Background: an optimization exercise with open tools, aiming at a short achievable clock period and few clock cycles. Do not read the settings as production practice.
In this exercise RTL edits were held to simulation tests only and were not proved equivalent to the original.
Power is estimated from default activity; no workload was simulated.

==> flow/design.v <==
module CHIP(clk,
            rst_n,
            mem_wen_D,
            mem_addr_D,
            mem_wdata_D,
            mem_rdata_D,
            mem_addr_I,
            mem_rdata_I
    );
    input         clk, rst_n ;
    output        mem_wen_D  ;
    output [31:0] mem_addr_D ;
    output [31:0] mem_wdata_D;
    input  [31:0] mem_rdata_D;
    output [31:0] mem_addr_I ;
    input  [31:0] mem_rdata_I;
    function [31:0] bswap(input [31:0] v);
        bswap = {v[7:0], v[15:8], v[23:16], v[31:24]};
    endfunction
    function [32:0] ks_add(input [31:0] a, input [31:0] b, input cin);
        reg [31:0] g, p, gg, pp, gn, pn;
        integer k, d;
        begin
            g = a & b;
            p = a ^ b;
            gg = g;
            gg[0] = g[0] | (p[0] & cin);
            pp = p;
            for (d = 1; d < 32; d = d * 2) begin
                gn = gg;
                pn = pp;
                for (k = d; k < 32; k = k + 1) begin
                    gn[k] = gg[k] | (pp[k] & gg[k-d]);
                    pn[k] = pp[k] & pp[k-d];
                end
                gg = gn;
                pp = pn;
            end
            ks_add = {gg[31], p ^ {gg[30:0], cin}};
        end
    endfunction
    reg  [31:0] pc_f;
    reg  [31:0] ll_f;             
    reg  [31:0] ir_d;
    reg  [31:0] pc_d;
    reg         v_d, pt_d, pok_d;
    reg  [31:0] a_e, b_e, imm_e, link_e, tgt_e, chk_e;
    reg         v_e;
    reg         s_add_e, s_sub_e, s_and_e, s_or_e, s_slt_e, s_link_e;
    reg         is_lw_e, is_sw_e, is_beq_e, is_jalr_e, pt_e;
    reg         wen_e;
    reg  [4:0]  rd_e;
    reg  [31:0] res_m, addr_m, wdata_m;
    reg         st_m, lw_m, wen_m;
    reg  [4:0]  rd_m;
    reg  [31:0] rf [1:31];
    reg  [31:0] rf_v;
    wire [31:0] ld_m = bswap(mem_rdata_D);
    wire [31:0] wb_m = lw_m ? ld_m : res_m;
    assign mem_addr_I  = pc_f;
    assign mem_addr_D  = addr_m;
    assign mem_wdata_D = wdata_m;
    assign mem_wen_D   = st_m;
    wire [31:0] in_f   = bswap(mem_rdata_I);
    wire        f_jal  = in_f[6:0] == 7'b1101111;
    wire        f_beq  = in_f[6:0] == 7'b1100011;
    wire        f_jalr = in_f[6:0] == 7'b1100111;
    wire        f_btk  = f_beq & (in_f[31] | (in_f[19:15] == in_f[24:20]));
    wire        s_f   = in_f[31];
    wire [32:0] lo_jx = ks_add({20'd0, pc_f[11:0]}, {20'd0, in_f[20], in_f[30:21], 1'b0}, 1'b0);
    wire [32:0] lo_bx = ks_add({20'd0, pc_f[11:0]}, {20'd0, in_f[7], in_f[30:25], in_f[11:8], 1'b0}, 1'b0);
    wire [32:0] lo_ix = ks_add({20'd0, ll_f[11:0]}, {20'd0, in_f[31:20]}, 1'b0);
    wire        ok_j  = (in_f[19:12] == {8{s_f}}) & (s_f == lo_jx[12]);
    wire        ok_b  = s_f == lo_bx[12];
    wire [31:0] tj_f = {pc_f[31:12], lo_jx[11:0]};
    wire [31:0] tb_f = {pc_f[31:12], lo_bx[11:0]};
    wire [31:0] tr_f = {ll_f[31:12], lo_ix[11:0]};
    wire        pok_f = f_jal ? ok_j : f_btk ? ok_b : 1'b1;
    wire [32:0] seq_x  = ks_add(pc_f, 32'd4, 1'b0);
    wire [31:0] seq_f  = seq_x[31:0];
    wire [31:0] pred_f = f_jal  ? tj_f :
                         f_btk  ? tb_f :
                         f_jalr ? tr_f : seq_f;
    wire [6:0] op_d  = ir_d[6:0];
    wire [4:0] rd_d  = ir_d[11:7];
    wire [4:0] rs1_d = ir_d[19:15];
    wire [4:0] rs2_d = ir_d[24:20];
    wire d_alu  = v_d & (op_d == 7'b0110011);
    wire d_lw   = v_d & (op_d == 7'b0000011);
    wire d_sw   = v_d & (op_d == 7'b0100011);
    wire d_beq  = v_d & (op_d == 7'b1100011);
    wire d_jal  = v_d & (op_d == 7'b1101111);
    wire d_jalr = v_d & (op_d == 7'b1100111);
    wire use1_d = d_alu | d_lw | d_sw | d_beq | d_jalr;
    wire use2_d = d_alu | d_sw | d_beq;
    wire wr_d   = (d_alu | d_lw | d_jal | d_jalr) & (rd_d != 5'd0);
    wire [31:0] imm_i = {{21{ir_d[31]}}, ir_d[30:20]};
    wire [31:0] imm_s = {{21{ir_d[31]}}, ir_d[30:25], ir_d[11:7]};
    wire [31:0] imm_b = {{20{ir_d[31]}}, ir_d[7], ir_d[30:25], ir_d[11:8], 1'b0};
    wire [31:0] rf1 = (rs1_d != 5'd0 && rf_v[rs1_d]) ? rf[rs1_d] : 32'd0;
    wire [31:0] rf2 = (rs2_d != 5'd0 && rf_v[rs2_d]) ? rf[rs2_d] : 32'd0;
    wire [32:0] link_x = ks_add(pc_d, 32'd4, 1'b0);
    wire [32:0] tgt_x  = ks_add(pc_d, imm_b, 1'b0);
    wire [32:0] chk_x  = ks_add(pc_f, ~imm_i, 1'b1);
    wire [31:0] imm_j  = {{12{ir_d[31]}}, ir_d[19:12], ir_d[20], ir_d[30:21], 1'b0};
    wire [32:0] tgj_x  = ks_add(pc_d, imm_j, 1'b0);
    wire ex_wr  = v_e & wen_e;
    wire hit1_m = wen_m & (rd_m == rs1_d);
    wire hit2_m = wen_m & (rd_m == rs2_d);
    wire hit1_e = ex_wr & (rd_e == rs1_d);
    wire hit2_e = ex_wr & (rd_e == rs2_d);
    wire stall = v_e & is_lw_e & ((hit1_e & use1_d) | (hit2_e & use2_d));
    wire        dep0_d  = ((rs2_d == 5'd0) & (rs1_d == rd_e)) | ((rs1_d == 5'd0) & (rs2_d == rd_e));
    wire        zsub_d  = d_beq & !pt_d & ex_wr & s_sub_e & dep0_d;
    wire        ztk_d   = zsub_d & eq;
    wire        redir_d = ((v_d & !pok_d) | ztk_d) & !stall & !redir_e;
    wire [31:0] tgt_d   = d_jal ? tgj_x[31:0] : tgt_x[31:0];
    wire [32:0] sum_x  = ks_add(a_e, b_e, 1'b0);
    wire [32:0] diff_x = ks_add(a_e, ~b_e, 1'b1);
    wire [32:0] addr_x = ks_add(a_e, imm_e, 1'b0);
    wire [31:0] sum  = sum_x[31:0];
    wire [31:0] diff = diff_x[31:0];
    wire [31:0] addr = addr_x[31:0];
    wire        lt   = (a_e[31] ^ b_e[31]) ? a_e[31] : diff[31];
    wire        eq   = a_e == b_e;
    wire [31:0] alu = ({32{s_add_e}}  & sum)
                    | ({32{s_sub_e}}  & diff)
                    | ({32{s_and_e}}  & (a_e & b_e))
                    | ({32{s_or_e}}   & (a_e | b_e))
                    | ({32{s_slt_e}}  & {31'd0, lt})
                    | ({32{s_link_e}} & link_e);
    wire br_miss   = is_beq_e & (eq != pt_e);
    wire jalr_miss = is_jalr_e & (a_e != chk_e);
    wire redir_e   = v_e & (br_miss | jalr_miss);
    wire [31:0] tgx_e = is_jalr_e ? addr : eq ? tgt_e : link_e;
    integer j;
    wire        early_f = redir_e | redir_d | stall;
    wire [31:0] early_v = redir_e ? tgx_e : redir_d ? tgt_d : pc_f;
    always @(posedge clk) begin
        if (!rst_n) begin
            pc_f <= 32'd0;
            ll_f <= 32'd0;
            v_d  <= 1'b0;
            v_e  <= 1'b0;
            st_m <= 1'b0;
            lw_m <= 1'b0;
            wen_m <= 1'b0;
            rf_v <= 32'd0;
        end else begin
            pc_f <= early_f ? early_v : pred_f;
            if (f_jal && in_f[11:7] != 5'd0) ll_f <= seq_f;
            if (redir_e | redir_d) v_d <= 1'b0;
            else if (!stall)       v_d <= 1'b1;
            v_e   <= !(redir_e | stall);
            st_m  <= v_e & is_sw_e;
            lw_m  <= v_e & is_lw_e;
            wen_m <= v_e & wen_e;
            for (j = 1; j < 32; j = j + 1)
                if (wen_m && rd_m == j) rf_v[j] <= 1'b1;
        end
    end
    always @(posedge clk) begin
        if (!stall) begin
            ir_d <= in_f;
            pc_d <= pc_f;
            pt_d <= f_btk;
            pok_d <= pok_f;
        end
        a_e    <= hit1_e ? alu : hit1_m ? wb_m : rf1;
        b_e    <= hit2_e ? alu : hit2_m ? wb_m : rf2;
        imm_e  <= d_sw ? imm_s : imm_i;
        link_e <= link_x[31:0];
        tgt_e  <= tgt_x[31:0];
        chk_e  <= chk_x[31:0];
        pt_e   <= pt_d | ztk_d;
        rd_e   <= rd_d;
        s_add_e   <= d_alu & (ir_d[14:12] == 3'b000) & !ir_d[30];
        s_sub_e   <= d_alu & (ir_d[14:12] == 3'b000) & ir_d[30];
        s_and_e   <= d_alu & (ir_d[14:12] == 3'b111);
        s_or_e    <= d_alu & (ir_d[14:12] == 3'b110);
        s_slt_e   <= d_alu & (ir_d[14:12] == 3'b010);
        s_link_e  <= d_jal | d_jalr;
        is_lw_e   <= d_lw;
        is_sw_e   <= d_sw;
        is_beq_e  <= d_beq;
        is_jalr_e <= d_jalr;
        wen_e     <= wr_d;
        res_m   <= alu;
        addr_m  <= addr;
        wdata_m <= bswap(b_e);
        rd_m    <= rd_e;
        if (wen_m) rf[rd_m] <= wb_m;
    end
endmodule
==> flow/flow/run.sh <==
#!/bin/bash
# Standard ORFS layout, with timing repair aimed below the clock period:
# repair_timing keeps working until the setup slack reaches the margin.
set -euo pipefail
MARGIN=${MARGIN:-7.0}
bash standard.sh SETUP_SLACK_MARGIN=$MARGIN finish > flow_standard.log 2>&1
==> flow/standard.sh <==
#!/bin/bash
# synth_recipe.tcl (not shown) runs the flow's synth.tcl, then flattens the netlist and writes it again
# the make line also repeats each setting of config.mk as NAME=value (left out here)
make -C /OpenROAD-flow-scripts/flow DESIGN_CONFIG=/design/flow/config.mk WORK_HOME=/design/flow/orfs CLKGATE_MAP_FILE= SYNTH_SCRIPT=/design/flow/synth_recipe.tcl "${@:-finish}"
==> flow/config.mk <==
export PLATFORM = sky130hd
export DESIGN_NAME = CHIP
export DESIGN_NICKNAME = CHIP
export VERILOG_FILES = /design/flow/design.v
export SDC_FILE = /design/flow/constraint.sdc
export NUM_CORES = 4
export LEC_CHECK = 0
export CAP_MARGIN = 20
export CORE_MARGIN = 2
export CORE_UTILIZATION = 40
export SLEW_MARGIN = 20
==> flow/constraint.sdc <==
create_clock -name core_clock -period 10.5 [get_ports {clk}]
set_input_delay 2.1000 -clock core_clock [delete_from_list [all_inputs] [get_ports {clk}]]
set_output_delay 2.1000 -clock core_clock [all_outputs]
set_load 0.01 [all_outputs]
==> results of run 1 <==
## state kept, by name, summed over array words and instances, names as in the netlist, 5 cells and up, named ones only
register  count
rf_v         31
link_e       31
addr_m       32
chk_e        32
ir_d         32
ll_f         32
rf          992
b_e          32
rd_e          5
pc_d         32
wdata_m      32
tgt_e        32
res_m        32
rd_m          5
imm_e        12
a_e          32
pc_f         32
## worst register-to-register path, stage by stage, from the launching register on
cell and delay, ns:
dfxtp_4 0.36, inv_4 0.04, ha_4 0.23, or2_4 0.25
a221oi_4 0.34, o21ai_4 0.10, o211ai_2 0.27, a2111oi_4 0.16
o31a_1 0.31, o21ai_2 0.25, a21oi_2 0.10, nor2_2 0.12
nor2_2 0.06, fa_2 0.40, a221oi_2 0.23, nand2_1 0.14
nor2_1 0.12, a21oi_1 0.05
## cell usage after synthesis, types with 13 or more instances
cell          n  area [µm²]
edfxtp_1   1058       31800
mux4_2      593       13400
nor2_1      410        1540
dfxtp_1     399        7990
a21oi_1     382        1910
ha_1        229        2870
clkbuf_1    217         815
nand2_1     213         800
inv_1       206         773
mux2i_1     182        1820
o21ai_0     173         866
xnor2_1     162        1420
xor2_1       89         780
a211oi_1     86         646
a21o_1       79         593
nor3_1       78         390
nand3_1      76         380
buf_1        74         278
mux2_2       40         450
nand4_1      40         250
buf_2        37         185
o22ai_1      37         231
o21a_1       36         270
o21bai_1     33         248
and3_1       32         200
nand2b_1     32         200
o211ai_1     29         218
o221ai_1     29         254
a31oi_1      25         156
nor4_1       25         156
a221oi_1     23         201
nor2b_1      22         138
o31ai_1      21         158
a22oi_1      20         150
or3_1        17         106
o2111ai_1    14         123
a221o_1      13         130
and2_1       13        81.3
## layer usage
| layer | wire (µm) | up-vias |
|---|---|---|
| met5 | 13 | - |
| met4 | 15700 | 2 |
| met3 | 20900 | 630 |
| met2 | 123000 | 2639 |
| met1 | 102000 | 26500 |
| li1 | - | 22000 |
## cell type report
class                   count  area (µm²)  share of cell area, %
flip-flops and latches   1457       40100                   44.9
inverters                 212         827                  0.927
repair buffers            509        4720                   5.29
diodes                      1        2.50                0.00280
repair inverters            2        10.0                 0.0112
well taps                2480        3100                   3.48
clock buffers             202        4440                   4.98
clock inverters            93        1030                   1.16
multi-input cells        3417       35000                   39.2
## metrics by stage
step | setup slack, ns | hold slack [ns] | total power (W) | cells
5_1_grt | 6.71 | 0.365 | 0.0139 | 8372
4_1_cts | 6.87 | 0.349 | 0.0135 | 8277
2_1_floorplan | 6.38 | 0.348 | 0.00717 | 5413
3_5_place_dp | 4.87 | 0.359 | 0.00760 | 7831
6_report | 6.83 | 0.356 | 0.0135 | 8373
3_3_place_gp | 4.90 | 0.356 | 0.00760 | 7831
## what timing repair did
action                     in CTS  in global routing
setup endpoints to repair     291                126
buffers inserted              138                 91
pin swaps                      73                123
resized for setup             870                263
cloned                         13                  4
## cell families (layout without fill, tap and decap cells)
group	Yosys count	count (layout)	synth area share (%)
adder cells (fa/ha/maj)	239	239	4.11
AO/OA/AOI/OAI	1097	1100	9.52
multiplexers	815	815	21.0
AND/OR/NAND/NOR	1010	1011	6.30
buffers and inverters	543	1018	2.82
XOR/XNOR	252	252	2.97
other	0	1	0
flip-flops	1457	1457	53.3
## power breakdown
| part | leakage, nW | switching [W] | internal, W |
|---|---|---|---|
| Combinational | 15.8 | 0.000749 | 0.000586 |
| Sequential | 12.8 | 0.0000919 | 0.00621 |
| Clock | 2.69 | 0.00246 | 0.00341 |
## worst paths after layout
check / startpoint / slack, ns / end
worst max-delay path: b_e[1] / 6.83 / a_e[0]
worst min-delay path: b_e[7] / 0.36 / wdata_m[31]
worst max register to register: b_e[1] / 6.83 / a_e[0]
worst min register to register: b_e[7] / 0.36 / wdata_m[31]
==> qor.yml, run 1 <==
run_status:
  status: "complete, no violations"
timing:
  final.setup.tns_ns: 0
  finalClockSkew_ns: 0.0438
  final_hold_viol_count: 0
  finalCriticalPeriod_ns: 3.67
  fmax_mhz: 273
  rsz0062_at_grt: "true"
  drv_slew: 0
  worst-slew-pin-transition_ns: 1.07
  maxSlewHeadroom_pct: 28.8
  fin_crit_sh_pct: 34.9
  setup_viol: 0
clock_network:
  cts_root_buf: "clkbuf_16"
  htreeDepth: 4
  clk_latency_ns: 0.83
  clk_pin_slew_ns: 0.06
  cts_sinks: 1457
  numCtsBuffers: 159
  clock_path_buffers: 3
  cts_tree: "yes"
  holdBufCountCts: 0
die:
  ios: 163
  die-area_um2: 190000
  rows: 158
  fp.dieW_um: 436
  core_area_um2: 185000
  die_h_um: 436
  start_util_pct: 40.3
logic_synthesis:
  ys_types: 97
  netlist_area_um2: 74600
  synth-warning-count: 1
  ys_ff_latch: 1457
  synth_edf_count: 1058
  syn-num-nets: 5718
  synth_area_per_cell_um2: 13.8
  synthArstFlopShare_pct: 0
  ys_seq_area_share_pct: 53.3
  synth_cells: 5413
  synth-main-ff-cell: "edfxtp_1"
worst_setup_path:
  critical_path_required_ns: 11.19
  critPathKind: "reg -> reg"
  cp.arrival_ns: 4.36
  reg2regPathDepth: 17
  crit_buf_inv: 1
  crit_path_start_kind: "flop"
  crit_slowest_cell: "fa_2"
  cpMostUsedCell: "nor2_2"
  critPathMaxFanout: 3
  slowest_delay_ns: 0.40
  critPathCaptureType: "flop"
  crit_chain: "inv_4 > ha_4 > or2_4 > a221oi_4 > o21ai_4 > o211ai_2 > a2111oi_4 > o31a_1 > o21ai_2 > a21oi_2 > nor2_2 > nor2_2 > fa_2 > a221oi_2 > nand2_1 > nor2_1 > a21oi_1"
  cp_top_family: "compound AO/OA/AOI/OAI gates"
  cp.depth: 17
detailed_routing:
  final_antenna_net_count: 0
  routedWlPerCell_um: 31.2
  route.detailed.drc: 0
  totalWireLength_um: 261000
  drt_pass1_iterations: 8
  drtIter0Drc: 6016
  vias_per_cell: 6.18
  via_count: 51700
flow_run:
  drv_cap: 0
grt:
  met3_usage_pct: 4.79
  grtUsageTotal_pct: 26.9
  grt.overflow.total: 0
  first_global_vias: 50600
  antenna_found_initial: 10
  met2_usage_pct: 43.1
  met1_usage_pct: 34.9
  grt_max_degree: 75
  grt_pass1_wl_um: 370000
  top_usage_layer: "met2"
finish:
  final_cell_area_um2: 89200
  drive_above_1_share_pct: 31.3
  area_growth_pct: 19.7
  layout_commonest_cell: "edfxtp_1"
  nNetsFinal: 6063
  utilization_pct: 48.2
  n_fill_cell: 15900
  layout_common_cells: "1058 x edfxtp_1, 593 x mux4_2, 366 x nor2_1, 345 x a21oi_1, 280 x dfxtp_1"
power_and_ir_drop:
  p_leak_nw: 31.3
  powerDensity_nw_per_um2: 151
  vdd_drop_max_mv: 0.154
placed_design:
  place.gp.congestion: 0.949
  dpl.hpwl_um: 160000
  placed_cell_area_um2: 79300
  portBuffers: 162
hold_path:
  holdPathStages: 0
  worstHoldPathType: "reg -> reg"
Testbench counts, summed over its fixed seeds: cycles 88,243.
==> inputs of run 2 (changes only) <==
--- a/flow/config.mk
+++ b/flow/config.mk
@@ -9,3 +9,5 @@
 export CORE_MARGIN = 2
 export CORE_UTILIZATION = 40
+export CTS_CLUSTER_DIAMETER = 200
+export CTS_CLUSTER_SIZE = 20
 export SLEW_MARGIN = 20
==> run 2 against run 1 <==
Core utilization decreased by 1.7 points. Largest power group unchanged. Largest cell class unchanged. Still clean on timing, DRC and antenna. Design area decreased by 3.4%. Synthesized cell count unchanged.
==> qor.yml, run 2 <==
timing:
  maxSlewHeadroom_pct: 29.3  # +0.50 points
  fmax_mhz: 274  # +0.60%
  finalClockSkew_ns: 0.0665  # +0.0228 ns
  drv_slew: 0  # unchanged
  fin_crit_sh_pct: 34.7  # -0.21 points
  rsz0062_at_grt: "true"
  finalCriticalPeriod_ns: 3.64  # -0.0220 ns
  setup_viol: 0  # unchanged
  worst-slew-pin-transition_ns: 1.06  # -0.00756 ns
  final.setup.tns_ns: 0  # unchanged
  final_hold_viol_count: 0  # unchanged
  holdWs_ns: 0.354  # -0.00196 ns
  setup_ws_ns: 6.86  # +0.0220 ns
worst_setup_path:
  crit_path_start_kind: "input port"
  crit_chain: "buf_12 > ha_4 > a21o_1 > a21oi_4 > o21ai_4 > o41ai_4 > nor2_1 > a211oi_2 > xor2_1 > a2111oi_2 > a211oi_1 > a21oi_1"
  slowest_delay_ns: 0.42  # +0.02 ns
  crit_slowest_cell: "o41ai_4"
  critical_path_required_ns: 11.16  # -0.03 ns
  critPathMaxFanout: 4  # +1
  critPathKind: "in -> reg"
  cp.arrival_ns: 4.30  # -0.06 ns
  critPathCaptureType: "flop"
die:
  rows: 158  # unchanged
  start_util_pct: 40.3  # unchanged
  die-area_um2: 190000  # unchanged
  fp.dieW_um: 436  # unchanged
  core_area_um2: 185000  # unchanged
  die_h_um: 436  # unchanged
  ios: 163  # unchanged
placed_design:
  place.gp.congestion: 0.949  # unchanged
  post-place-ws_ns: 4.87  # unchanged
  portBuffers: 162  # unchanged
  dpl.hpwl_um: 160000  # unchanged
  dpl.cell_count: 7831  # unchanged
detailed_routing:
  routedWlPerCell_um: 31.6  # +1.4%
  m1WireLength_um: 101000  # -0.37%
  route.detailed.drc: 0  # unchanged
  wl_met3_um: 20600  # -1.5%
  dr.max_layer_used: "met5"
  final_antenna_net_count: 0  # unchanged
  route.met2.wl_um: 124000  # +0.43%
  drt_pass1_iterations: 6  # -2
  drtIter0Drc: 6310  # +4.9%
  via_count: 51100  # -1.2%
  totalWireLength_um: 260000  # -0.56%
  vias_per_cell: 6.22  # +0.75%
power_and_ir_drop:
  vdd_drop_max_mv: 0.112  # -27%
  powerDensity_nw_per_um2: 129  # -15%
  p_leak_nw: 29.8  # -4.8%
clock_network:
  holdBufCountCts: 0  # unchanged
  cts_tree: "yes"
  clk_latency_ns: 0.75  # -0.08 ns
  cts_root_buf: "clkbuf_16"
  cts_sinks: 1457  # unchanged
  numCtsBuffers: 82  # -48%
  clk_pin_slew_ns: 0.10  # +0.04 ns
  htreeDepth: 3  # -1
  clock_path_buffers: 3  # unchanged
flow_run:
  drv_cap: 0  # unchanged
run_status:
  status: "complete, no violations"
logic_synthesis:
  post-synth-top-count-cell: "edfxtp_1"
  synth_area_per_cell_um2: 13.8  # unchanged
  ys_ff_latch: 1457  # unchanged
  syn-num-nets: 5718  # unchanged
  synth-warning-count: 1  # unchanged
  synth-main-ff-cell: "edfxtp_1"
  yosys.area.top_type: "edfxtp_1"
  synthArstFlopShare_pct: 0  # unchanged
  synthTopCellsByCount: "1058 x edfxtp_1, 593 x mux4_2, 410 x nor2_1"
  synth_area_leaders: "edfxtp_1 43%, mux4_2 18%, dfxtp_1 11%"
  ys_seq_area_share_pct: 53.3  # unchanged
  synth_edf_count: 1058  # unchanged
  netlist_area_um2: 74600  # unchanged
  synth_cells: 5413  # unchanged
  ys_types: 97  # unchanged
  yosysTopAreaCellShare_pct: 42.6  # unchanged
finish:
  utilization_pct: 46.5  # -1.7 points
  drive_above_1_share_pct: 28.3  # -3.0 points
  layout_commonest_cell: "edfxtp_1"
  layout_common_cells: "1058 x edfxtp_1, 593 x mux4_2, 367 x nor2_1, 349 x a21oi_1, 279 x dfxtp_1"
  area_growth_pct: 15.6
  largest_register: "rf"
  n_fill_cell: 16200  # +1.7%
  largest_reg_flops: 992  # unchanged
  nNetsFinal: 5982  # -1.3%
  fin_cells: 8215  # -1.9%
grt:
  grt_pass1_wl_um: 367000  # -0.66%
  grt_max_degree: 75  # unchanged
  first_global_vias: 50000  # -1.0%
  grt.overflow.total: 0  # unchanged
  grtUsageTotal_pct: 26.7  # -0.23 points
  antenna_found_initial: 7  # -3
hold_path:
  worstHoldPathType: "reg -> reg"
[run 2: cell counts after synthesis]
No cell type changed its count.
[run 2: layout make-up]
type	count	area [µm²]	area share, %
flip-flops and latches	1457	40100	46.5
multi-input cells	3415	34900	40.5
repair buffers	507	4840	5.61
well taps	2480	3100	3.60
clock buffers	135	2250	2.61
inverters	212	827	0.960
clock inverters	6	125	0.145
repair inverters	2	10.0	0.0116
diodes	1	2.50	0.00290
[run 2: through the flow]
stage / cell area, µm² / total power [W]
global route: 86200 / 0.0114
global placement: 79300 / 0.00760
detailed placement: 79300 / 0.00760
CTS: 85000 / 0.0111
finish: 86200 / 0.0111
floorplan: 74700 / 0.00717
[run 2: worst max-delay path, delay by kind of cell]
kind / cells / cell delay [ns]
compound gates: 8 / 1.65
fa+ha+maj: 1 / 0.20
xor+xnor: 1 / 0.13
buf+inv: 1 / 0.11
simple gates: 1 / 0.09
[run 2: logic make-up (layout without fill, tap and decap cells)]
kind of cell | Yosys count | count (layout) | synth area share (%)
DFF | 1457 | 1457 | 53.3
muxes | 815 | 815 | 21.0
buffers and inverters | 543 | 862 | 2.82
AOI/OAI and AO/OA | 1097 | 1099 | 9.52
other | 0 | 1 | 0
adders and majority gates | 239 | 239 | 4.11
xor gates and xnor gates | 252 | 252 | 2.97
and+or+nand+nor | 1010 | 1010 | 6.30
[run 2: power by group]
group	leakage (nW)	switching [W]	total [W]	internal, W
Sequential	12.8	0.0000891	0.00629	0.00620
Combinational	15.9	0.000753	0.00134	0.000588
Clock	1.13	0.00198	0.00348	0.00150
Total	29.8	0.00282	0.0111	0.00828
[run 2: path summary, 6_finish.rpt]
kind,from,end,slack [ns],cells past startpoint
worst max-delay path,mem_rdata_I[13],pc_f[9],6.86,12
worst min-delay path,b_e[1],wdata_m[25],0.35,0
worst max register to register,b_e[22],pc_f[27],6.86,14
worst min register to register,b_e[1],wdata_m[25],0.35,0
[run 2: layer usage]
metal / up-vias / track usage (%)
met5: - / 0
met4: 2 / 13.4
met3: 531 / 3.79
met2: 2527 / 43.2
met1: 26300 / 35.1
li1: 21700 / -
[run 2: what timing repair did]
action / CTS / global route
cloned: 13 / 1
setup endpoints to repair: 289 / 109
buffers inserted: 168 / 60
gates resized for setup: 779 / 204
pin swaps: 105 / 108
==> inputs of run 3 (changes only) <==
==> flow/flow/run.sh (replaced) <==
#!/bin/bash
# Standard ORFS layout, with timing repair aimed below the clock period:
# repair_timing keeps working until the setup slack reaches the margin.
set -euo pipefail
MARGIN=${MARGIN:-7.5}
bash standard.sh SETUP_SLACK_MARGIN=$MARGIN finish > flow_standard.log 2>&1
--- a/flow/config.mk
+++ b/flow/config.mk
@@ -8,6 +8,4 @@
 export CAP_MARGIN = 20
 export CORE_MARGIN = 2
-export CORE_UTILIZATION = 40
-export CTS_CLUSTER_DIAMETER = 200
-export CTS_CLUSTER_SIZE = 20
+export CORE_UTILIZATION = 55
 export SLEW_MARGIN = 20
==> run 3 against run 2 <==
Setup slack lost 0.055 ns. Sequential share of layout area decreased by 3.3 points. Combinational power is 18% higher. Highest routed layer unchanged. Maximum frequency decreased by 1.5%. Largest power group unchanged.
==> qor.yml, run 3 <==
placed_design:
  post-place-ws_ns: 4.91  # +0.0364 ns
  placed_cell_area_um2: 78600  # -0.89%
  dpl.hpwl_um: 168000  # +4.4%
  portBuffers: 162  # unchanged
  dpl.cell_count: 7128  # -9.0%
  place.gp.congestion: 0.951  # +0.23%
timing:
  setup_ws_ns: 6.80  # -0.0550 ns
  setup_viol: 0  # unchanged
  finalClockSkew_ns: 0.0473  # -0.0192 ns
  finalCriticalPeriod_ns: 3.70  # +0.0550 ns
  maxSlewHeadroom_pct: 27.2  # -2.1 points
  drv_slew: 0  # unchanged
  worst-slew-pin-transition_ns: 1.09  # +0.0313 ns
  fin_crit_sh_pct: 35.2  # +0.52 points
  fmax_mhz: 270  # -1.5%
  rsz0062_at_grt: "true"
  final.setup.tns_ns: 0  # unchanged
  final_hold_viol_count: 0  # unchanged
clock_network:
  clk_pin_slew_ns: 0.07  # -0.03 ns
  cts_sinks: 1457  # unchanged
  clk_latency_ns: 0.83  # +0.08 ns
  clock_path_buffers: 3  # unchanged
  cts_tree: "yes"
  htreeDepth: 4  # +1
  cts_root_buf: "clkbuf_16"
  numCtsBuffers: 156  # +90%
grt:
  first_global_vias: 51700  # +3.4%
  grt.overflow.total: 0  # unchanged
  top_usage_layer: "met2"
  met3_usage_pct: 8.81  # +5.0 points
  antenna_found_initial: 19  # +12
  met2_usage_pct: 63.6  # +20 points
  grtUsageTotal_pct: 39.8  # +13 points
  grt_pass1_wl_um: 384000  # +4.6%
  grt_max_degree: 65  # -13%
  met1_usage_pct: 49.5  # +14 points
worst_setup_path:
  crit_start: "b_e[1]"
  crit_path_start_kind: "flop"
  critPathKind: "reg -> reg"
  critical_path_required_ns: 11.17  # about the same
  critPathMaxFanout: 3  # -1
  cp_top_family: "compound AO/OA/AOI/OAI gates"
  crit_buf_inv: 1  # unchanged
  cp.arrival_ns: 4.37  # +0.07 ns
  cpMostUsedCell: "nor2_1"
  crit_slowest_cell: "fa_2"
  critPathCaptureType: "flop"
  r2r_slack_ns: 6.80  # -0.05 ns
  r2r-start: "b_e[1]"
  slowest_delay_ns: 0.41  # about the same
  crit_chain: "inv_6 > ha_4 > or2_4 > a221oi_4 > o21ai_4 > o211ai_4 > a2111oi_4 > o31a_1 > o21ai_2 > a21oi_2 > nor2_1 > nor2_2 > fa_2 > a221oi_2 > nand2_1 > nor2_1 > a21oi_1"
finish:
  final_cell_area_um2: 92900  # +7.7%
  multi_input_area_um2: 37100  # +6.3%
  layout_common_cells: "1058 x edfxtp_1, 593 x mux4_2, 370 x buf_4, 347 x nor2_1, 306 x a21oi_1"
  largest_reg_flops: 992  # unchanged
  layout_commonest_cell: "edfxtp_1"
  area_growth_pct: 24.5
  nNetsFinal: 6255  # +4.6%
  largest_register: "rf"
  regArea_um2: 40100  # about the same
  fin_cells: 7864  # -4.3%
  drive_above_1_share_pct: 37.7  # +9.4 points
  n_fill_cell: 9282  # -43%
die:
  start_util_pct: 55.2  # +15 points
  core_area_um2: 135000  # -27%
  die_h_um: 372  # -15%
  fp.dieW_um: 372  # -15%
  rows: 135  # -15%
  die-area_um2: 139000  # -27%
  ios: 163  # unchanged
power_and_ir_drop:
  p_leak_nw: 32.9  # +10%
  clkPwrFrac_pct: 41.8  # +10 points
  internal_power_w: 0.0102  # +23%
  combPwrFrac_pct: 11.7  # -0.4 points
  pwr-share-seq_pct: 46.6  # -10 points
  powerDensity_nw_per_um2: 146  # +13%
  swShare_pct: 24.9  # -0.50 points
  switchingPower_w: 0.00338  # +20%
  fin_total_pwr_w: 0.0136  # +22%
  vdd_drop_max_mv: 0.166  # +48%
logic_synthesis:
  syn-num-nets: 5718  # unchanged
  synth_cells: 5413  # unchanged
  synth_compound_area_share_pct: 9.52  # unchanged
  synth_area_per_cell_um2: 13.8  # unchanged
  synth_area_leaders: "edfxtp_1 43%, mux4_2 18%, dfxtp_1 11%"
  yosys.area_share.adder_pct: 4.11  # unchanged
  synth_xor_area_share_pct: 2.97  # unchanged
  synthArstFlopShare_pct: 0  # unchanged
  yosysTopAreaCellShare_pct: 42.6  # unchanged
  yosys.area_share.simple_pct: 6.30  # unchanged
  synth_top_family_by_area: "multiplexers"
  synth_edf_count: 1058  # unchanged
  yosys.area.top_type: "edfxtp_1"
  synth_mux_area_share_pct: 21.0  # unchanged
  netlist_area_um2: 74600  # unchanged
  ys_seq_area_share_pct: 53.3  # unchanged
  ys_ff_latch: 1457  # unchanged
  ys_types: 97  # unchanged
  synthTopCellsByCount: "1058 x edfxtp_1, 593 x mux4_2, 410 x nor2_1"
  synth-main-ff-cell: "edfxtp_1"
  post-synth-top-count-cell: "edfxtp_1"
  synth-warning-count: 1  # unchanged
detailed_routing:
  route.detailed.drc: 0  # unchanged
  routedWlPerCell_um: 35.7  # +13%
  final_antenna_net_count: 0  # unchanged
  via_count: 54100  # +5.8%
  vias_per_cell: 6.88  # +11%
  drtIter0Drc: 6674  # +5.8%
  totalWireLength_um: 281000  # +8.0%
  drt_pass1_iterations: 6  # unchanged
hold_path:
  hold_start: "b_e[9]"
  worstHoldPathType: "reg -> reg"
run_status:
  status: "complete, no violations"
flow_run:
  drv_cap: 0  # unchanged
==> run 3: stage by stage <==
step,util (%),hold WS (ns)
global route,68.8,0.366
CTS,66.8,0.368
detailed placement,58.2,0.363
global placement,58.2,0.362
finish,68.8,0.362
floorplan,-,0.342
==> run 3: final timing paths <==
check,depth (start not counted),endpoint
worst max register to register,17,a_e[0]
worst max-delay path,17,a_e[0]
worst min register to register,0,wdata_m[17]
worst min-delay path,0,wdata_m[17]
==> run 3: repair_timing <==
item	in CTS	in global routing
hold buffers	0	0
endpoints found under the setup margin	491	285
resized for setup	1422	300
endpoints found under the hold margin	0	0
gates cloned	38	12
buffers inserted	260	135
pin swaps	212	203
==> run 3: cell type report <==
type	count	area share, %
antenna	6	0.0162
clock buffer	193	4.52
clock inverter	92	1.13
inverter	212	0.934
multi-input combinational	3427	40.0
sequential	1457	43.2
tap	1781	2.40
timing repair buffer	691	7.79
timing repair inverter	5	0.0404
==> run 3: power by group through the flow <==
stage,registers [W],logic [W],clock network (W)
2_1_floorplan,0.00639,0.000792,0
3_3_place_gp,0.00647,0.00116,0
3_5_place_dp,0.00647,0.00116,0
4_1_cts,0.00631,0.00146,0.00570
5_1_grt,0.00631,0.00164,0.00595
6_report,0.00631,0.00158,0.00566
==> run 3: logic make-up (layout without fill, tap and decap cells) <==
| logic type | after synthesis | in the layout |
|---|---|---|
| and+or+nand+nor | 1010 | 1010 |
| buffers and inverters | 543 | 1193 |
| xor gates and xnor gates | 252 | 252 |
| muxes | 815 | 825 |
| DFF | 1457 | 1457 |
| AOI/OAI and AO/OA | 1097 | 1101 |
| other | 0 | 6 |
| adders and majority gates | 239 | 239 |
==> run 3: metal layers <==
| metal | vias to the layer above | wire length, µm |
|---|---|---|
| met4 | 10 | 22200 |
| met3 | 866 | 28400 |
| met1 | 27400 | 98000 |
| li1 | 22400 | - |
| met5 | - | 70 |
| met2 | 3380 | 132000 |
==> inputs of run 4 (changes only) <==
--- a/flow/design.v
+++ b/flow/design.v
@@ -17,4 +17,24 @@
     function [31:0] bswap(input [31:0] v);
         bswap = {v[7:0], v[15:8], v[23:16], v[31:24]};
+    endfunction
+    function [31:0] ks_carry(input [31:0] g, input [31:0] p, input cin);
+        reg [31:0] gg, pp, gn, pn;
+        integer k, d;
+        begin
+            gg = g;
+            gg[0] = g[0] | (p[0] & cin);
+            pp = p;
+            for (d = 1; d < 32; d = d * 2) begin
+                gn = gg;
+                pn = pp;
+                for (k = d; k < 32; k = k + 1) begin
+                    gn[k] = gg[k] | (pp[k] & gg[k-d]);
+                    pn[k] = pp[k] & pp[k-d];
+                end
+                gg = gn;
+                pp = pn;
+            end
+            ks_carry = gg;
+        end
     endfunction
     function [32:0] ks_add(input [31:0] a, input [31:0] b, input cin);
@@ -45,5 +65,6 @@
     reg  [31:0] pc_d;
     reg         v_d, pt_d, pok_d;
-    reg  [31:0] a_e, b_e, imm_e, link_e, tgt_e, chk_e;
+    reg  [31:0] a_e, b_e, imm_e, link_e, tgt_e;
+    reg  [31:0] p_e, pa_e, pk_e;
     reg         v_e;
     reg         s_add_e, s_sub_e, s_and_e, s_or_e, s_slt_e, s_link_e;
@@ -116,12 +137,16 @@
     wire        redir_d = ((v_d & !pok_d) | ztk_d) & !stall & !redir_e;
     wire [31:0] tgt_d   = d_jal ? tgj_x[31:0] : tgt_x[31:0];
-    wire [32:0] sum_x  = ks_add(a_e, b_e, 1'b0);
-    wire [32:0] diff_x = ks_add(a_e, ~b_e, 1'b1);
-    wire [32:0] addr_x = ks_add(a_e, imm_e, 1'b0);
-    wire [31:0] sum  = sum_x[31:0];
-    wire [31:0] diff = diff_x[31:0];
-    wire [31:0] addr = addr_x[31:0];
-    wire        lt   = (a_e[31] ^ b_e[31]) ? a_e[31] : diff[31];
-    wire        eq   = a_e == b_e;
+    wire [31:0] a_nx   = hit1_e ? alu : hit1_m ? wb_m : rf1;
+    wire [31:0] b_nx   = hit2_e ? alu : hit2_m ? wb_m : rf2;
+    wire [31:0] imm_nx = d_sw ? imm_s : imm_i;
+    wire [31:0] c_sum  = ks_carry(a_e & b_e, p_e, 1'b0);
+    wire [31:0] c_diff = ks_carry(a_e & ~b_e, ~p_e, 1'b1);
+    wire [31:0] c_addr = ks_carry(a_e & imm_e, pa_e, 1'b0);
+    wire [31:0] c_cmp  = ks_carry({~a_e[31] & b_e[31], a_e[30:0] & ~b_e[30:0]}, ~p_e, 1'b1);
+    wire [31:0] sum  = p_e ^ {c_sum[30:0], 1'b0};
+    wire [31:0] diff = ~p_e ^ {c_diff[30:0], 1'b1};
+    wire [31:0] addr = pa_e ^ {c_addr[30:0], 1'b0};
+    wire        lt   = !c_cmp[31];
+    wire        eq   = p_e == 32'd0;
     wire [31:0] alu = ({32{s_add_e}}  & sum)
                     | ({32{s_sub_e}}  & diff)
@@ -131,5 +156,5 @@
                     | ({32{s_link_e}} & link_e);
     wire br_miss   = is_beq_e & (eq != pt_e);
-    wire jalr_miss = is_jalr_e & (a_e != chk_e);
+    wire jalr_miss = is_jalr_e & (pk_e != 32'd0);
     wire redir_e   = v_e & (br_miss | jalr_miss);
     wire [31:0] tgx_e = is_jalr_e ? addr : eq ? tgt_e : link_e;
@@ -167,10 +192,12 @@
             pok_d <= pok_f;
         end
-        a_e    <= hit1_e ? alu : hit1_m ? wb_m : rf1;
-        b_e    <= hit2_e ? alu : hit2_m ? wb_m : rf2;
-        imm_e  <= d_sw ? imm_s : imm_i;
+        a_e    <= a_nx;
+        b_e    <= b_nx;
+        p_e    <= a_nx ^ b_nx;
+        pa_e   <= a_nx ^ imm_nx;
+        pk_e   <= a_nx ^ chk_x[31:0];
+        imm_e  <= imm_nx;
         link_e <= link_x[31:0];
         tgt_e  <= tgt_x[31:0];
-        chk_e  <= chk_x[31:0];
         pt_e   <= pt_d | ztk_d;
         rd_e   <= rd_d;
==> flow/flow/run.sh (replaced) <==
#!/bin/bash
# Standard ORFS layout, with timing repair aimed below the clock period:
# repair_timing keeps working until the setup slack reaches the margin.
set -euo pipefail
MARGIN=${MARGIN:-7.0}
bash standard.sh SETUP_SLACK_MARGIN=$MARGIN finish > flow_standard.log 2>&1
--- a/flow/config.mk
+++ b/flow/config.mk
@@ -8,4 +8,4 @@
 export CAP_MARGIN = 20
 export CORE_MARGIN = 2
-export CORE_UTILIZATION = 55
+export CORE_UTILIZATION = 40
 export SLEW_MARGIN = 20
==> run 4 against run 3 <==
Clock skew increased by 0.0048 ns. Via count decreased by 4.3%. Global-route usage decreased by 13 points. Critical endpoint is now pc_f[10]. Highest routed layer unchanged.
==> qor.yml, run 4 <==
worst_setup_path:
  crit_buf_inv: 1  # unchanged
  cp.arrival_ns: 4.48  # +0.11 ns
  crit_slowest_cell: "fa_2"
  crit_path_start_kind: "input port"
  r2r_slack_ns: 6.95  # +0.15 ns
  worst_r2r_endpoint: "pc_f[28]"
  reg2regPathDepth: 16  # -1
  cpMostUsedCell: "a21oi_2"
  crit_chain: "buf_12 > ha_4 > fa_2 > a21o_1 > a21oi_2 > o21bai_2 > a21oi_2 > o21bai_1 > a21oi_2 > o21bai_1 > a21oi_1 > xnor2_1 > o21ai_1 > a221oi_2 > o21a_1"
  critPathKind: "in -> reg"
  r2r-start: "ir_d[22]"
  critPathCaptureType: "flop"
  cp_top_family: "compound AO/OA/AOI/OAI gates"
  critPathMaxFanout: 2  # -1
  slowest_delay_ns: 0.35  # -0.06 ns
  critical_path_required_ns: 11.26  # +0.09 ns
detailed_routing:
  vias_per_cell: 6.21  # -9.8%
  drt_pass1_iterations: 8  # +2
  totalWireLength_um: 260000  # -7.5%
  route.detailed.drc: 0  # unchanged
  via_count: 51800  # -4.3%
  drtIter0Drc: 6447  # -3.4%
  final_antenna_net_count: 0  # unchanged
  routedWlPerCell_um: 31.1  # -13%
placed_design:
  place.gp.congestion: 0.952  # +0.16%
  post-place-ws_ns: 5.24  # +0.326 ns
  portBuffers: 162  # unchanged
  dpl.hpwl_um: 159000  # -5.3%
timing:
  setup_ws_ns: 6.78  # -0.0237 ns
  worst-slew-pin-transition_ns: 1.09  # -0.000141 ns
  finalCriticalPeriod_ns: 3.72  # +0.0237 ns
  maxSlewHeadroom_pct: 27.2  # about the same
  setup_viol: 0  # unchanged
  fin_crit_sh_pct: 35.4  # +0.23 points
  finalClockSkew_ns: 0.0522  # +0.00483 ns
  fmax_mhz: 269  # -0.64%
  drv_slew: 0  # unchanged
  final_hold_viol_count: 0  # unchanged
  final.setup.tns_ns: 0  # unchanged
  rsz0062_at_grt: "true"
finish:
  layout_common_cells: "1058 x edfxtp_1, 591 x mux4_2, 381 x dfxtp_1, 350 x nor2_1, 264 x buf_4"
  drive_above_1_share_pct: 30.4  # -7.3 points
  largest_register: "rf"
  largest_reg_flops: 992  # unchanged
  n_fill_cell: 16000  # +72%
  nNetsFinal: 5904  # -5.6%
  area_growth_pct: 19.5
  layout_commonest_cell: "edfxtp_1"
logic_synthesis:
  synth_cells: 5382  # -0.57%
  ys_seq_area_share_pct: 54.9  # +1.5 points
  synth_edf_count: 1058  # unchanged
  synth-main-ff-cell: "edfxtp_1"
  post-synth-top-count-cell: "edfxtp_1"
  yosys.area.top_type: "edfxtp_1"
  synth_area_per_cell_um2: 13.9  # +0.90%
  synthTopCellsByCount: "1058 x edfxtp_1, 591 x mux4_2, 463 x dfxtp_1"
  netlist_area_um2: 74800  # +0.32%
  ys_types: 95  # -2.1%
  synth_area_leaders: "edfxtp_1 42%, mux4_2 18%, dfxtp_1 12%"
  ys_ff_latch: 1521  # +4.4%
  yosysTopAreaCellShare_pct: 42.5  # -0.14 points
  synthArstFlopShare_pct: 0  # unchanged
  synth-warning-count: 1  # unchanged
  syn-num-nets: 5559  # -2.8%
clock_network:
  numCtsBuffers: 162  # +3.8%
  cts_tree: "yes"
  clk_pin_slew_ns: 0.06  # about the same
  cts_root_buf: "clkbuf_16"
  holdBufCountCts: 0  # unchanged
  cts_sinks: 1521  # +4.4%
  htreeDepth: 4  # unchanged
  clock_path_buffers: 3  # unchanged
  clk_latency_ns: 0.84  # about the same
grt:
  grtUsageTotal_pct: 26.4  # -13 points
  first_global_vias: 50100  # -3.1%
  grt.overflow.total: 0  # unchanged
  grt_pass1_wl_um: 364000  # -5.3%
  antenna_found_initial: 11  # -8
  grt_max_degree: 79  # +22%
die:
  fp.dieW_um: 436  # +17%
  ios: 163  # unchanged
  die-area_um2: 190000  # +38%
  start_util_pct: 40.3  # -15 points
  core_area_um2: 186000  # +38%
  rows: 158  # +17%
  die_h_um: 436  # +17%
hold_path:
  holdPathStages: 0  # unchanged
  hold_start: "b_e[1]"
  whs_endpoint: "wdata_m[25]"
  worstHoldPathType: "reg -> reg"
power_and_ir_drop:
  powerDensity_nw_per_um2: 153  # +4.7%
  vdd_drop_max_mv: 0.136  # -18%
  p_leak_nw: 31.0  # -5.6%
run_status:
  status: "complete, no violations"
flow_run:
  drv_cap: 0  # unchanged
==> run 4: cell count changes after synthesis, moves of 22 or more <==
cell / before / now
xnor2_1: 162 / 242
ha_1: 229 / 105
inv_1: 206 / 157
nand2_1: 213 / 257
dfxtp_1: 399 / 463
a21oi_1: 382 / 298
o21ai_1: 4 / 32
a21o_1: 79 / 101
a222oi_1: 0 / 24
a211oi_1: 86 / 63
==> run 4: worst reg2reg max path, stage by stage (launching register included) <==
cell and delay, ns:
edfxtp_1 0.48, buf_6 0.17, buf_6 0.11, ha_4 0.20
a21o_1 0.20, a21oi_4 0.18, o21ai_4 0.09, a2111oi_4 0.37
o41ai_2 0.09, buf_4 0.17, a2111oi_4 0.28, o21bai_4 0.20
mux2i_4 0.13, a21oi_2 0.20, xor2_2 0.25, nor3_2 0.06
o31a_1 0.27
==> run 4: cells by family after synthesis <==
logic type,share of synthesized area (%)
DFF,54.9
AOI/OAI and AO/OA,9.55
and+or+nand+nor,6.17
muxes,20.7
buffers and inverters,2.59
xor gates and xnor gates,4.17
adders and majority gates,1.92
==> run 4: stage by stage <==
step	cells	hold slack, ns	total power (W)	util [%]	area [µm²]
detailed placement	7786	0.375	0.00786	42.9	79700
global route	8342	0.391	0.0140	48.1	89400
global placement	7786	0.374	0.00786	42.9	79700
CTS	8240	0.384	0.0136	47.1	87500
floorplan	5382	0.331	0.00744	-	75300
finish	8343	0.383	0.0137	48.1	89400
==> run 4: cell type report <==
| cell class | instances | area (µm²) | share of cell area (%) |
|---|---|---|---|
| timing repair buffer | 511 | 4780 | 5.35 |
| multi-input combinational | 3363 | 34200 | 38.3 |
| clock inverter | 71 | 734 | 0.822 |
| timing repair inverter | 9 | 48.8 | 0.0546 |
| clock buffer | 227 | 4580 | 5.12 |
| antenna | 2 | 5.00 | 0.00560 |
| inverter | 159 | 649 | 0.727 |
| sequential | 1521 | 41300 | 46.2 |
| tap | 2480 | 3100 | 3.47 |
==> run 4: worst max-delay path by stage <==
stage                     from       end  cells past startpoint
4_1_cts        mem_rdata_I[12]  pc_f[10]                     15
3_3_place_gp   mem_rdata_I[30]   pc_f[8]                     13
5_1_grt        mem_rdata_I[12]  pc_f[10]                     15
6_report       mem_rdata_I[12]  pc_f[10]                     15
3_5_place_dp   mem_rdata_I[30]   pc_f[8]                     13
2_1_floorplan  mem_rdata_I[12]  pc_f[10]                     14
==> run 4: power by group <==
part | internal, W | switching, W
clock network | 0.00326 | 0.00248
registers | 0.00644 | 0.000140
logic | 0.000622 | 0.000715
==> run 4: per-layer routing <==
metal	vias up	wire length, µm	part of all wire, %	track usage (%)
met3	577	23400	9.0	4.73
li1	21900	-	-	-
met4	8	13800	5.3	12.5
met5	-	57	0.022	0
met2	2767	122000	47	42.5
met1	26600	100000	39	34.8
==> run 4: repair_timing <==
item	CTS	global route
setup endpoints to repair	332	201
resized for setup	788	252
gates cloned	17	9
pin swaps	64	130
setup buffers	139	92
Testbench counts of run 4, summed over its fixed seeds: cycles 88,243.
==> inputs of run 5 (changes only) <==
--- a/flow/design.v
+++ b/flow/design.v
@@ -100,7 +100,9 @@
     wire [32:0] seq_x  = ks_add(pc_f, 32'd4, 1'b0);
     wire [31:0] seq_f  = seq_x[31:0];
-    wire [31:0] pred_f = f_jal  ? tj_f :
-                         f_btk  ? tb_f :
-                         f_jalr ? tr_f : seq_f;
+    wire        f_seq  = !f_jal & !f_btk & !f_jalr;
+    wire [31:0] pred_f = ({32{f_jal}}  & tj_f)
+                       | ({32{f_btk}}  & tb_f)
+                       | ({32{f_jalr}} & tr_f)
+                       | ({32{f_seq}}  & seq_f);
     wire [6:0] op_d  = ir_d[6:0];
     wire [4:0] rd_d  = ir_d[11:7];
@@ -160,9 +162,10 @@
     wire [31:0] tgx_e = is_jalr_e ? addr : eq ? tgt_e : link_e;
     integer j;
-    wire        early_f = redir_e | redir_d | stall;
-    wire [31:0] early_v = redir_e ? tgx_e : redir_d ? tgt_d : pc_f;
+    wire        early_f = !rst_n | redir_e | redir_d | stall;
+    wire [31:0] early_v = !rst_n ? 32'd0 : redir_e ? tgx_e : redir_d ? tgt_d : pc_f;
+    always @(posedge clk)
+        pc_f <= early_f ? early_v : pred_f;
     always @(posedge clk) begin
         if (!rst_n) begin
-            pc_f <= 32'd0;
             ll_f <= 32'd0;
             v_d  <= 1'b0;
@@ -173,5 +176,4 @@
             rf_v <= 32'd0;
         end else begin
-            pc_f <= early_f ? early_v : pred_f;
             if (f_jal && in_f[11:7] != 5'd0) ll_f <= seq_f;
             if (redir_e | redir_d) v_d <= 1'b0;
==> run 5 against run 4 <==
Core utilization decreased by 0.65 points. Combinational power increased by 37%. Global-route usage decreased by 0.12 points. Clock-buffer cell count decreased by 13. Critical endpoint is now pc_f[10]. Clock skew about the same. Still clean. Routed wire length decreased by 0.46%. Sequential share of layout area increased by 0.38 points. Synthesized cell count decreased by 1.3%. Maximum frequency increased by 0.37%. Via count decreased by 0.85%. Cell count decreased by 1.5%.
==> qor.yml, run 5 <==
detailed_routing:
  routedWlPerCell_um: 31.4  # +1.1%
  m1WireLength_um: 101000  # +1.0%
  route.met2.wl_um: 124000  # +1.3%
  dr.max_layer_used: "met5"
  wl_met3_um: 20600  # -12%
  drtIter0Drc: 5927  # -8.1%
  via_count: 51300  # -0.85%
  totalWireLength_um: 258000  # -0.46%
  vias_per_cell: 6.25  # +0.66%
  final_antenna_net_count: 0  # unchanged
  route.detailed.drc: 0  # unchanged
  drt_pass1_iterations: 12  # +4
timing:
  setup_viol: 0  # unchanged
  finalClockSkew_ns: 0.0522  # +0.0000322 ns
  rsz0062_at_grt: "true"
  final_hold_viol_count: 0  # unchanged
  maxSlewHeadroom_pct: 24.8  # -2.4 points
  drv_slew: 0  # unchanged
  worst-slew-pin-transition_ns: 1.13  # +0.0363 ns
  final.setup.tns_ns: 0  # unchanged
  fin_crit_sh_pct: 35.3  # -0.13 points
  finalCriticalPeriod_ns: 3.71  # -0.0136 ns
  fmax_mhz: 270  # +0.37%
worst_setup_path:
  r2r_slack_ns: 7.01  # +0.06 ns
  crit_chain: "dlygate4sd2_1 > ha_1 > a21o_1 > a21oi_2 > o21bai_2 > a21oi_2 > o21a_1 > o21ai_1 > a221o_1 > a221oi_2 > o22ai_1"
  critPathKind: "in -> reg"
  crit_slowest_cell: "a221o_1"
  cpMostUsedCell: "a21oi_2"
  r2r-start: "ir_d[21]"
  crit_end: "pc_f[10]"
  cp.arrival_ns: 4.26  # -0.22 ns
  slowest_delay_ns: 0.34  # about the same
  crit_start: "mem_rdata_I[17]"
  critPathMaxFanout: 4  # +2
  crit_path_start_kind: "input port"
  worst_r2r_endpoint: "pc_f[26]"
  critical_path_required_ns: 11.05  # -0.21 ns
  reg2regPathDepth: 15  # -1
  critPathCaptureType: "flop"
grt:
  grt_max_degree: 64  # -19%
  first_global_vias: 50000  # -0.28%
  grt.overflow.total: 0  # unchanged
  grtUsageTotal_pct: 26.3  # -0.12 points
  antenna_found_initial: 8  # -3
  grt_pass1_wl_um: 364000  # about the same
logic_synthesis:
  synth-main-ff-cell: "edfxtp_1"
  netlist_area_um2: 75400  # +0.87%
  post-synth-top-count-cell: "edfxtp_1"
  synth-warning-count: 1  # unchanged
  ys_ff_latch: 1521  # unchanged
  synth_area_leaders: "edfxtp_1 43%, mux4_2 18%, dfxtp_1 11%"
  syn-num-nets: 5488  # -1.3%
  synth_cells: 5311  # -1.3%
  synthArstFlopShare_pct: 0  # unchanged
  synthTopCellsByCount: "1090 x edfxtp_1, 589 x mux4_2, 431 x dfxtp_1"
  synth_edf_count: 1090  # +3.0%
  synth_area_per_cell_um2: 14.2  # +2.2%
  ys_seq_area_share_pct: 54.8  # about the same
  yosysTopAreaCellShare_pct: 43.4  # +0.91 points
  ys_types: 97  # +2.1%
  yosys.area.top_type: "edfxtp_1"
finish:
  area_growth_pct: 18.1
  nNetsFinal: 5754  # -2.5%
  largest_register: "rf"
  layout_commonest_cell: "edfxtp_1"
  layout_common_cells: "1090 x edfxtp_1, 589 x mux4_2, 382 x dfxtp_1, 242 x nand2_1, 240 x a21oi_1"
  largest_reg_flops: 992  # unchanged
  final_cell_area_um2: 89100  # -0.31%
  drive_above_1_share_pct: 28.0  # -2.4 points
hold_path:
  holdPathStages: 0  # unchanged
  hold_start: "rd_e[0]"
  worstHoldPathType: "reg -> reg"
placed_design:
  place.gp.congestion: 0.941  # -1.2%
  portBuffers: 162  # unchanged
  dpl.hpwl_um: 159000  # about the same
  placed_cell_area_um2: 80200  # +0.53%
clock_network:
  cts_sinks: 1521  # unchanged
  htreeDepth: 4  # unchanged
  holdBufCountCts: 0  # unchanged
  cts_tree: "yes"
  clock_path_buffers: 3  # unchanged
  clk_pin_slew_ns: 0.06  # about the same
  cts_root_buf: "clkbuf_16"
  numCtsBuffers: 161  # -0.62%
  clk_latency_ns: 0.83  # about the same
die:
  die_h_um: 438  # +0.43%
  fp.dieW_um: 438  # +0.43%
  die-area_um2: 192000  # +0.86%
  rows: 159  # +0.63%
  ios: 163  # unchanged
  core_area_um2: 188000  # +1.1%
  start_util_pct: 40.2  # -0.077 points
power_and_ir_drop:
  vdd_drop_max_mv: 0.136  # -0.29%
  powerDensity_nw_per_um2: 163  # +6.9%
  p_leak_nw: 32.6  # +5.0%
run_status:
  status: "complete, no violations"
flow_run:
  drv_cap: 0  # unchanged
==> run 5: cell count changes in the layout (fill, tap and decap cells not counted), moves of 28 or more <==
cell / previous run / this run
buf_4: 264 / 212
o21a_1: 33 / 75
nor2_1: 350 / 236
o221ai_1: 42 / 74
edfxtp_1: 1058 / 1090
nor3_1: 67 / 36
mux2i_1: 170 / 198
==> run 5: layout make-up <==
type,instances,area (µm²)
Clock inverter,89,1070
Clock buffer,214,4510
Fill cell,16200,98500
Multi-Input combinational cell,3299,34000
Antenna cell,6,15.0
Tap cell,2495,3120
Sequential cell,1521,41500
Timing Repair inverter,6,42.5
Inverter,144,563
Timing Repair Buffer,444,4300
==> run 5: repair_timing <==
action                     4_1_cts  5_1_grt
setup endpoints to repair      516      257
pin swaps                       45       82
cloned                          16        6
resized for setup              683      184
setup buffers                  106       70
==> run 5: how the worst min path moves through the flow <==
stage / end
after floorplan: addr_m[0]
after global routing: rd_m[2]
final: rd_m[0]
after global placement: tgt_e[0]
after detailed placement: tgt_e[0]
after CTS: tgt_e[0]
==> run 5: cells by family after synthesis <==
logic type,after synthesis,synth area share [%]
compound gates,1100,10.1
simple gates,905,5.70
mux,826,20.8
fa+ha+maj,111,1.90
xor+xnor,353,4.12
buf+inv,495,2.65
flops,1521,54.8
==> run 5: metal layers <==
metal / track usage (%) / up-vias
met3: 4.69 / 496
met1: 34.4 / 26600
met4: 12.1 / 4
li1: - / 21700
met2: 42.7 / 2489
met5: 0 / -
==> run 5: through the flow <==
step                utilization [%]  hold WS (ns)  instances  power, W  worst slack, ns
floorplan                         -         0.331       5311   0.00790             6.22
global placement               42.7         0.380       7711   0.00843             5.27
detailed placement             42.7         0.366       7711   0.00844             5.24
CTS                            46.8         0.384       8136    0.0145             6.79
global route                   47.5         0.395       8215    0.0150             6.73
finish                         47.5         0.391       8218    0.0146             6.79
==> run 5: power breakdown <==
part,internal [W],switching [W]
combinational,0.000801,0.00104
sequential,0.00653,0.000183
clock,0.00349,0.00251
==> run 5: worst max-delay path, delay by kind of cell <==
family / cells / cell delay, ns
AOI/OAI and AO/OA: 9 / 1.56
adders and majority gates: 1 / 0.29
buffers and inverters: 1 / 0.30
Testbench counts of run 5, summed over its fixed seeds: cycles 88,243.
==> inputs of run 6 (changes only) <==
--- a/flow/design.v
+++ b/flow/design.v
@@ -100,9 +100,4 @@
     wire [32:0] seq_x  = ks_add(pc_f, 32'd4, 1'b0);
     wire [31:0] seq_f  = seq_x[31:0];
-    wire        f_seq  = !f_jal & !f_btk & !f_jalr;
-    wire [31:0] pred_f = ({32{f_jal}}  & tj_f)
-                       | ({32{f_btk}}  & tb_f)
-                       | ({32{f_jalr}} & tr_f)
-                       | ({32{f_seq}}  & seq_f);
     wire [6:0] op_d  = ir_d[6:0];
     wire [4:0] rd_d  = ir_d[11:7];
@@ -162,8 +157,17 @@
     wire [31:0] tgx_e = is_jalr_e ? addr : eq ? tgt_e : link_e;
     integer j;
-    wire        early_f = !rst_n | redir_e | redir_d | stall;
-    wire [31:0] early_v = !rst_n ? 32'd0 : redir_e ? tgx_e : redir_d ? tgt_d : pc_f;
+    wire        early_f = redir_e | redir_d | stall;
+    wire [31:0] early_v = redir_e ? tgx_e : redir_d ? tgt_d : pc_f;
+    wire        go_f    = rst_n & !early_f;
+    wire        sel_e   = rst_n & early_f;
+    wire        sel_j   = go_f & f_jal;
+    wire        sel_b   = go_f & f_btk;
+    wire        sel_r   = go_f & f_jalr;
+    wire        sel_s   = go_f & !f_jal & !f_btk & !f_jalr;
+    wire [31:0] next_f  = ({32{sel_j}} & tj_f) | ({32{sel_b}} & tb_f)
+                        | ({32{sel_r}} & tr_f) | ({32{sel_s}} & seq_f)
+                        | ({32{sel_e}} & early_v);
     always @(posedge clk)
-        pc_f <= early_f ? early_v : pred_f;
+        pc_f <= next_f;
     always @(posedge clk) begin
         if (!rst_n) begin
==> run 6 against run 5 <==
Still clean on timing, DRC and antenna. Synthesized cell count fell by 0.70%. Clock-buffer cell count rose by 17. Clock power fell by 2%. Sequential cell count did not move. Worst hold slack improved by 0.0019 ns. Core utilization rose by 0.38 points. Sequential power fell by 0.7%. Die area fell by 1.0%. Critical endpoint is now pc_f[9]. Highest routed layer unchanged.
==> qor.yml, run 6 <==
run_status:
  status: "complete, no violations"
logic_synthesis:
  yosysTopAreaCellShare_pct: 42.5  # -0.85 points
  ys_seq_area_share_pct: 54.9  # +0.13 points
  synth_area_per_cell_um2: 14.2  # -0.31%
  syn-num-nets: 5452  # -0.66%
  ys_types: 85  # -12%
  synth-main-ff-cell: "edfxtp_1"
  synthArstFlopShare_pct: 0  # unchanged
  synth_cells: 5274  # -0.70%
  synth_area_leaders: "edfxtp_1 43%, mux4_2 18%, dfxtp_1 12%"
  synth-warning-count: 1  # unchanged
  synth_edf_count: 1058  # -2.9%
  netlist_area_um2: 74700  # -1.0%
  ys_ff_latch: 1521  # unchanged
  synthTopCellsByCount: "1058 x edfxtp_1, 589 x mux4_2, 463 x dfxtp_1"
  post-synth-top-count-cell: "edfxtp_1"
  yosys.area.top_type: "edfxtp_1"
power_and_ir_drop:
  powerDensity_nw_per_um2: 159  # -2.6%
  vdd_drop_max_mv: 0.160  # +18%
  fin_total_pwr_w: 0.0141  # -2.9%
  p_leak_nw: 31.9  # -2.3%
worst_setup_path:
  critPathCaptureType: "flop"
  crit_chain: "clkdlybuf4s50_1 > inv_2 > or4_4 > nor2_4 > buf_4 > a221oi_2 > o22ai_1 > a211o_1"
  critPathKind: "in -> reg"
  cp.arrival_ns: 4.44  # +0.18 ns
  crit_slowest_cell: "clkdlybuf4s50_1"
  critPathMaxFanout: 6  # +2
  slowest_delay_ns: 0.81  # +0.47 ns
  critical_path_required_ns: 11.26  # +0.21 ns
  crit_path_start_kind: "input port"
detailed_routing:
  via_count: 51500  # +0.34%
  final_antenna_net_count: 0  # unchanged
  route.detailed.drc: 0  # unchanged
  routedWlPerCell_um: 32.2  # +2.3%
  drt_pass1_iterations: 7  # -5
  vias_per_cell: 6.31  # +1.1%
  totalWireLength_um: 262000  # +1.5%
  drtIter0Drc: 6349  # +7.1%
grt:
  first_global_vias: 50000  # unchanged
  antenna_found_initial: 6  # -2
  grt_pass1_wl_um: 368000  # +1.1%
  grt.overflow.total: 0  # unchanged
  grtUsageTotal_pct: 26.8  # +0.48 points
  grt_max_degree: 69  # +7.8%
clock_network:
  cts_root_buf: "clkbuf_16"
  numCtsBuffers: 165  # +2.5%
  cts_sinks: 1521  # unchanged
  holdBufCountCts: 0  # unchanged
  htreeDepth: 4  # unchanged
  cts_tree: "yes"
  clock_path_buffers: 3  # unchanged
  clk_latency_ns: 0.83  # about the same
  clk_pin_slew_ns: 0.06  # about the same
die:
  fp.dieW_um: 436  # -0.50%
  ios: 163  # unchanged
  rows: 158  # -0.63%
  start_util_pct: 40.3  # +0.061 points
  core_area_um2: 185000  # -1.2%
  die_h_um: 436  # -0.50%
  die-area_um2: 190000  # -1.0%
timing:
  worst-slew-pin-transition_ns: 1.14  # +0.00955 ns
  finalCriticalPeriod_ns: 3.68  # -0.0324 ns
  fmax_mhz: 272  # +0.88%
  fin_crit_sh_pct: 35.0  # -0.31 points
  finalClockSkew_ns: 0.0370  # -0.0152 ns
  final.setup.tns_ns: 0  # unchanged
  final_hold_viol_count: 0  # unchanged
  setup_viol: 0  # unchanged
  rsz0062_at_grt: "true"
  maxSlewHeadroom_pct: 24.0  # -0.82 points
  drv_slew: 0  # unchanged
finish:
  n_fill_cell: 16100  # -0.90%
  largest_reg_flops: 992  # unchanged
  area_growth_pct: 18.8
  regArea_um2: 41200  # -0.56%
  nNetsFinal: 5725  # -0.50%
  multi_input_area_um2: 33900  # -0.19%
  layout_common_cells: "1058 x edfxtp_1, 589 x mux4_2, 391 x dfxtp_1, 348 x nor2_1, 224 x xnor2_1"
  layout_commonest_cell: "edfxtp_1"
  drive_above_1_share_pct: 29.1  # +1.0 points
  largest_register: "rf"
hold_path:
  worstHoldPathType: "reg -> reg"
placed_design:
  place.gp.congestion: 0.942  # +0.14%
  portBuffers: 162  # unchanged
  dpl.hpwl_um: 161000  # +1.4%
flow_run:
  drv_cap: 0  # unchanged
## run 6: cell types whose count changed in the layout (fill, tap and decap cells not counted), moves of 20 or more
cell / previous run / this run
inv_1: 137 / 106
o21a_1: 75 / 52
mux2_2: 20 / 41
nor2_1: 236 / 348
a211oi_1: 24 / 49
mux2i_1: 198 / 165
dfxtp_4: 23 / 47
edfxtp_1: 1090 / 1058
nand2_1: 242 / 189
o21ai_1: 49 / 29
## run 6: cell type report
type / instances / share of cell area (%)
timing repair buffer: 447 / 5.15
antenna: 3 / 0.00846
clock buffer: 231 / 5.37
tap: 2480 / 3.50
timing repair inverter: 2 / 0.0155
inverter: 118 / 0.540
clock inverter: 65 / 0.736
sequential: 1521 / 46.5
multi-input combinational: 3292 / 38.2
## run 6: critical path, delay by kind of cell
| kind | cells | cell delay [ns] |
|---|---|---|
| compound gates | 3 | 0.32 |
| buf+inv | 3 | 1.12 |
| simple gates | 2 | 0.89 |
## run 6: logic make-up (layout without fill, tap and decap cells)
kind of cell               Yosys count  in the layout  synth area share (%)
other                                0              3                     0
buffers and inverters              466            863                  2.45
and+or+nand+nor                    936            939                  5.77
adders and majority gates          112            112                  1.94
DFF                               1521           1521                  54.9
xor gates and xnor gates           362            362                  4.25
AOI/OAI and AO/OA                 1064           1066                  9.78
muxes                              813            813                  20.9
## run 6: what timing repair did
item | in CTS | in global routing
endpoints found under the setup margin | 341 | 146
resized for setup | 745 | 171
buffers inserted | 121 | 47
gates cloned | 15 | 7
pin swaps | 74 | 101
endpoints found under the hold margin | 0 | 0
## run 6: metrics by stage
step	hold WS, ns	area, µm²	std cells	setup WS (ns)	util, %
floorplan	0.331	75100	5274	6.30	-
global placement	0.385	79400	7669	5.21	42.8
detailed placement	0.385	79400	7670	5.24	42.8
CTS	0.392	87500	8102	6.87	47.2
global route	0.409	88800	8157	6.76	47.9
finish	0.393	88800	8159	6.82	47.9
## run 6: path summary, 6_finish.rpt
check                             start  endpoint  slack, ns  depth (start not counted)
worst max-delay path              rst_n   pc_f[9]       6.82                          8
worst min-delay path            rd_e[4]   rd_m[4]       0.39                          0
worst max register to register  p_e[28]  pc_f[22]       6.89                         14
worst min register to register  rd_e[4]   rd_m[4]       0.39                          0
## run 6: power by group
group	switching (W)	internal, W	total, W
Sequential	0.000178	0.00648	0.00666
Clock	0.00247	0.00341	0.00588
Combinational	0.000869	0.000719	0.00159
Total	0.00352	0.0106	0.0141
## run 6: layer usage
layer	vias up	global-route usage [%]	routed length, µm
li1	21500	-	-
met1	26600	36.4	105000
met2	2802	41.9	121000
met3	596	4.14	21600
met4	2	13.6	14900
met5	-	0	18
Testbench counts of run 6, summed over its fixed seeds: cycles 88,243.

re-timing with driven ports:
No port has a modelled driver above. Below, the same layouts with a new extraction and two added sets of constraints.
Step 1: set_driving_cell puts a clkbuf_16 on clk and a buf_2 on each other input, an assumption about the parent block.
Step 2 adds t to the input delays and takes it off the output delays; t is the mean of the earliest and latest rising clock arrival at the registers after step 1. Input paths then give back, and output paths get back, about the clock's delay inside the block.
a / b / c = ideal ports / drivers / drivers and shift; a / b = the first two.
| run | t, ns | setup WS [ns] | latest minus earliest clock arrival (ns) | worst data-port slew with drivers (ns) | cell pins on the clock port's net |
|---|---|---|---|---|---|
| run 1 | 0.903 | 6.835 / 6.835 / 6.060 | 0.044 / 0.045 | 0.06 | 1 |
| run 2 | 0.810 | 6.857 / 6.859 / 6.089 | 0.067 / 0.067 | 0.07 | 1 |
| run 3 | 0.879 | 6.802 / 6.802 / 6.037 | 0.052 / 0.051 | 0.06 | 1 |
| run 4 | 0.897 | 6.778 / 6.815 / 5.918 | 0.053 / 0.053 | 0.07 | 1 |
| run 5 | 0.889 | 6.792 / 6.842 / 5.970 | 0.052 / 0.053 | 0.07 | 1 |
| run 6 | 0.897 | 6.824 / 6.876 / 5.979 | 0.043 / 0.043 | 0.15 | 1 |
After both steps every run listed still meets setup and hold. The setup slack of run 4, which loses most, moves by +0.037 ns with the drivers and by -0.860 ns with both steps.
